Source: an optimization exercise on an open RTL-to-GDS flow (aim: small area). Production flows keep margins and buffers that such runs may drop.
Where RTL was checked, it was by simulation tests only, not by an equivalence proof against the original.
No activity file was given, so power comes from the tool's default toggle rates.

== Q ==
==> flow/design.v (excerpt) <==
module LR5_TOP(
	input CLK_100,
	input BTN_0,BTN_1,BTN_2,BTN_3,
	output[0:7] ROW, 
	output[0:7] COL_B,
	output[0:15] LED
    );
Settings: LEC_CHECK=0, CAP_MARGIN=20, CORE_MARGIN=2, CORE_UTILIZATION=40, SLEW_MARGIN=20, SYNTH_HIERARCHICAL=1; clock period 10.0 ns.
standard.sh (not shown) runs the stock make flow with config.mk's settings and CLKGATE_MAP_FILE= SYNTH_SCRIPT=/design/flow/synth_recipe.tcl, a recipe that flattens the netlist after the stock synthesis.
==> flow/flow/run.sh <==
#!/bin/bash
# Standard ORFS layout (the standard.sh), with these changes:
#  - port buffers are the smallest buffer cell instead of the one buffer_ports picks;
#  - clock tree synthesis inserts no dummy loads and uses small clock buffers;
#  - after floorplan, combinational cells get their smallest drive strength
#    (repair_design later upsizes or buffers where slew or load needs it);
#  - power recovery after global routing downsizes non-critical cells.
set -euo pipefail
bash standard.sh \
  "BUFFER_PORTS_ARGS=-buffer_cell sky130_fd_sc_hd__buf_1" \
  "CTS_ARGS=-sink_clustering_enable -repair_clock_nets -dont_use_dummy_load -buf_list {sky130_fd_sc_hd__clkbuf_1 sky130_fd_sc_hd__clkbuf_2 sky130_fd_sc_hd__clkbuf_4 sky130_fd_sc_hd__clkbuf_8}" \
  "POST_FLOORPLAN_TCL=$PWD/flow/downsize.tcl" \
  "RECOVER_POWER=100" \
  finish > standard_flow.log 2>&1
==> flow/flow/downsize.tcl <==
# Replace every combinational cell by the smallest-area cell of the same
# function family (same base name, other drive strength).
set n 0
set saved 0.0
foreach inst [get_cells *] {
  set master [get_property $inst ref_name]
  if {![regexp {^(sky130_fd_sc_hd__[a-z0-9]+)_([0-9]+)$} $master -> base drive]} { continue }
  if {[regexp {^sky130_fd_sc_hd__(df|edf|sdf|dl|sdl|clk|tap|fill|decap|conb|dly|lpflow|buf|inv|bufinv|probe|diode)} $base]} { continue }
  set best $master
  set best_area [get_property [get_lib_cells */$master] area]
  foreach d {0 1 2} {
    set cand ${base}_$d
    set lcs [get_lib_cells -quiet */$cand]
    if {[llength $lcs] == 0} { continue }
    if {[lsearch $::env(DONT_USE_CELLS) $cand] >= 0} { continue }
    set a [get_property $lcs area]
    if {$a < $best_area} { set best $cand; set best_area $a }
  }
  if {$best ne $master} {
    set saved [expr {$saved + [get_property [get_lib_cells */$master] area] - $best_area}]
    replace_cell $inst [get_lib_cells */$best]
    incr n
  }
}
puts "downsize: replaced $n cells, saved $saved um2"
Final checks on Q, whose flow otherwise completed, came back failing, citing max-capacitance violations, max-slew violations.
## Diff of input files: S against Q
==> flow/flow/run.sh <==
#!/bin/bash
# Standard ORFS layout (the standard.sh), with these changes:
#  - port buffers are the smallest buffer cell instead of the one buffer_ports picks;
#  - clock tree synthesis inserts no dummy loads and uses small clock buffers;
#  - after floorplan, combinational cells get their smallest drive strength
#    (repair_design later upsizes or buffers where slew or load needs it);

set -euo pipefail
bash standard.sh \
  "BUFFER_PORTS_ARGS=-buffer_cell sky130_fd_sc_hd__buf_1" \
  "CTS_ARGS=-sink_clustering_enable -repair_clock_nets -dont_use_dummy_load -buf_list {sky130_fd_sc_hd__clkbuf_1 sky130_fd_sc_hd__clkbuf_2 sky130_fd_sc_hd__clkbuf_4 sky130_fd_sc_hd__clkbuf_8}" \
  "POST_FLOORPLAN_TCL=$PWD/flow/downsize.tcl" \
  finish > standard_flow.log 2>&1
Notes after the runs:
- S did not stop at any stage, and its layout met the timing, DRC and antenna checks.
- The launching element of the worst setup path comes out MATRIX.COL_CNT.Q[0] in one run and BTN_2 in the other, namely in S and Q respectively.
- S ends up with a headroom to the max-slew limit that is 170 points higher than in Q.
- In the flow results for S and Q, the depth of the most critical reg-to-reg path is smaller on Q.
- Of the two values seen for cell with the largest stage delay on the worst path, sky130_fd_sc_hd__clkbuf_1 was produced by Q and sky130_fd_sc_hd__dfrtp_1 by S.
- Looking at critical path start-end classification, the primary input to register result is from Q; the register to output port one comes from S.
- Any difference in sum of internal, switching and leakage power between Q and S is small enough to ignore.
No run of this note included a check of the RTL's function; only the layout flow was run.

========
run A:
LR5_TOP, a different RTL version from the one above (not shown whole).
Size: ~750 cells after synthesis, roughly 37 I/O pins, about 7200 µm² of cells after synthesis.
==> flow/design.v (excerpt) <==
module LR5_TOP(
	input CLK_100,
	input BTN_0,BTN_1,BTN_2,BTN_3,
	output[0:7] ROW, 
	output[0:7] COL_B,
	output[0:15] LED
    );
Settings: LEC_CHECK=0, ABC_AREA=1, CAP_MARGIN=20, CORE_MARGIN=2, CORE_UTILIZATION=40, SLEW_MARGIN=20; clock period 10.0 ns.
==> flow/flow/run.sh <==
#!/bin/bash
# Standard ORFS layout (the standard.sh), with two changes:
#  - port buffers are the smallest buffer cell instead of the one buffer_ports picks;
#  - clock tree synthesis inserts no dummy loads and uses small clock buffers.
set -euo pipefail
bash standard.sh \
  "BUFFER_PORTS_ARGS=-buffer_cell sky130_fd_sc_hd__buf_1" \
  "CTS_ARGS=-sink_clustering_enable -repair_clock_nets -dont_use_dummy_load -buf_list {sky130_fd_sc_hd__clkbuf_1 sky130_fd_sc_hd__clkbuf_2 sky130_fd_sc_hd__clkbuf_4 sky130_fd_sc_hd__clkbuf_8}" \
  finish > standard_flow.log 2>&1
The following lists how run B was set up differently from run A:
==> flow/run.sh (new file) <==
#!/bin/bash
# synth_recipe.tcl (not shown) runs the flow's synth.tcl, then flattens the netlist and writes it again
# the make line also repeats each setting of config.mk as NAME=value (left out here)
make -C /OpenROAD-flow-scripts/flow DESIGN_CONFIG=/design/flow/config.mk WORK_HOME=/design/flow/orfs CLKGATE_MAP_FILE= SYNTH_SCRIPT=/design/flow/synth_recipe.tcl finish
--- a/flow/config.mk
+++ b/flow/config.mk
@@ -10,3 +10,4 @@
 export CORE_MARGIN = 2
 export CORE_UTILIZATION = 40
+export CTS_BUF_LIST = sky130_fd_sc_hd__clkbuf_1 sky130_fd_sc_hd__clkbuf_2 sky130_fd_sc_hd__clkbuf_4 sky130_fd_sc_hd__clkbuf_8
 export SLEW_MARGIN = 20
removed: flow/flow/run.sh
removed: flow/standard.sh
### Flow results
Compared with run A, run B shows a higher first-iteration DRC count.
When run B is set beside run A, its worst slack on hold paths turns out to be 3.4 ps larger.
Delta (run B minus run A): final wirelength picked up an extra 3.5%, total global routing track utilization saw an increase, sequential fraction of design power fell 5.6 points.
Worst path setup slack after routing: lower on run B
From run A to run B the numbers moved as follows: cell count picked up an extra about 1.5%, share of final layout cell area taken by clock buffers and inverters picked up an extra 2.0 points.
| clock-buffer cell count | run B vs run A | 2 higher |
Inputs modified between run B and run C:
--- a/flow/config.mk
+++ b/flow/config.mk
@@ -6,8 +6,6 @@
 export NUM_CORES = 4
 export LEC_CHECK = 0
-export ABC_AREA = 1
 export CAP_MARGIN = 20
 export CORE_MARGIN = 2
 export CORE_UTILIZATION = 40
-export CTS_BUF_LIST = sky130_fd_sc_hd__clkbuf_1 sky130_fd_sc_hd__clkbuf_2 sky130_fd_sc_hd__clkbuf_4 sky130_fd_sc_hd__clkbuf_8
 export SLEW_MARGIN = 20
==> notes.md <==
Relative to run B, endpoint arrival time on the critical path has gone down in run C.
Sort run B and run C by final cycle utilization of the critical path, descending, and run B comes first.
Number of hold buffers added after cts: run C vs run B identical
Run C: via count of the first global-routing pass higher than run B
The total wire length in run C sits 5.7% below the value recorded for run B.
Run C vs. run B: final-stage net count went down by 120.
Run C vs run B: design area up by a few percent
Clock network fraction of design power for run C is higher than for run B.

## separate check: timing with driven ports
In the flow no input, the clock included, has a driving cell. The finished layouts below were timed again as built, in two steps. Step 1: set_driving_cell puts a clkbuf_16 on CLK_100 and a buf_2 on each other input, an assumption about the parent block. Step 2 also shifts input and output timing later by t, the mid clock arrival at the registers, as if the neighbouring blocks saw the same clock. a / b / c = ideal ports / drivers / drivers and shift; a / b = the first two.
run	shift t [ns]	slack for setup (ns)	worst data-port slew with drivers (ns)
Q	0.459	4.202 / 4.217 / 3.759	0.03
S	0.459	5.984 / 5.950 / 6.070	0.03
run A	0.485	5.121 / 5.086 / 5.571	0.03
run B	0.497	4.668 / 4.629 / 5.126	0.03
run C	0.466	5.107 / 5.064 / 5.224	0.03
For Q, which loses most, drivers alone change the setup slack by +0.015 ns; drivers and shift together by -0.443 ns.
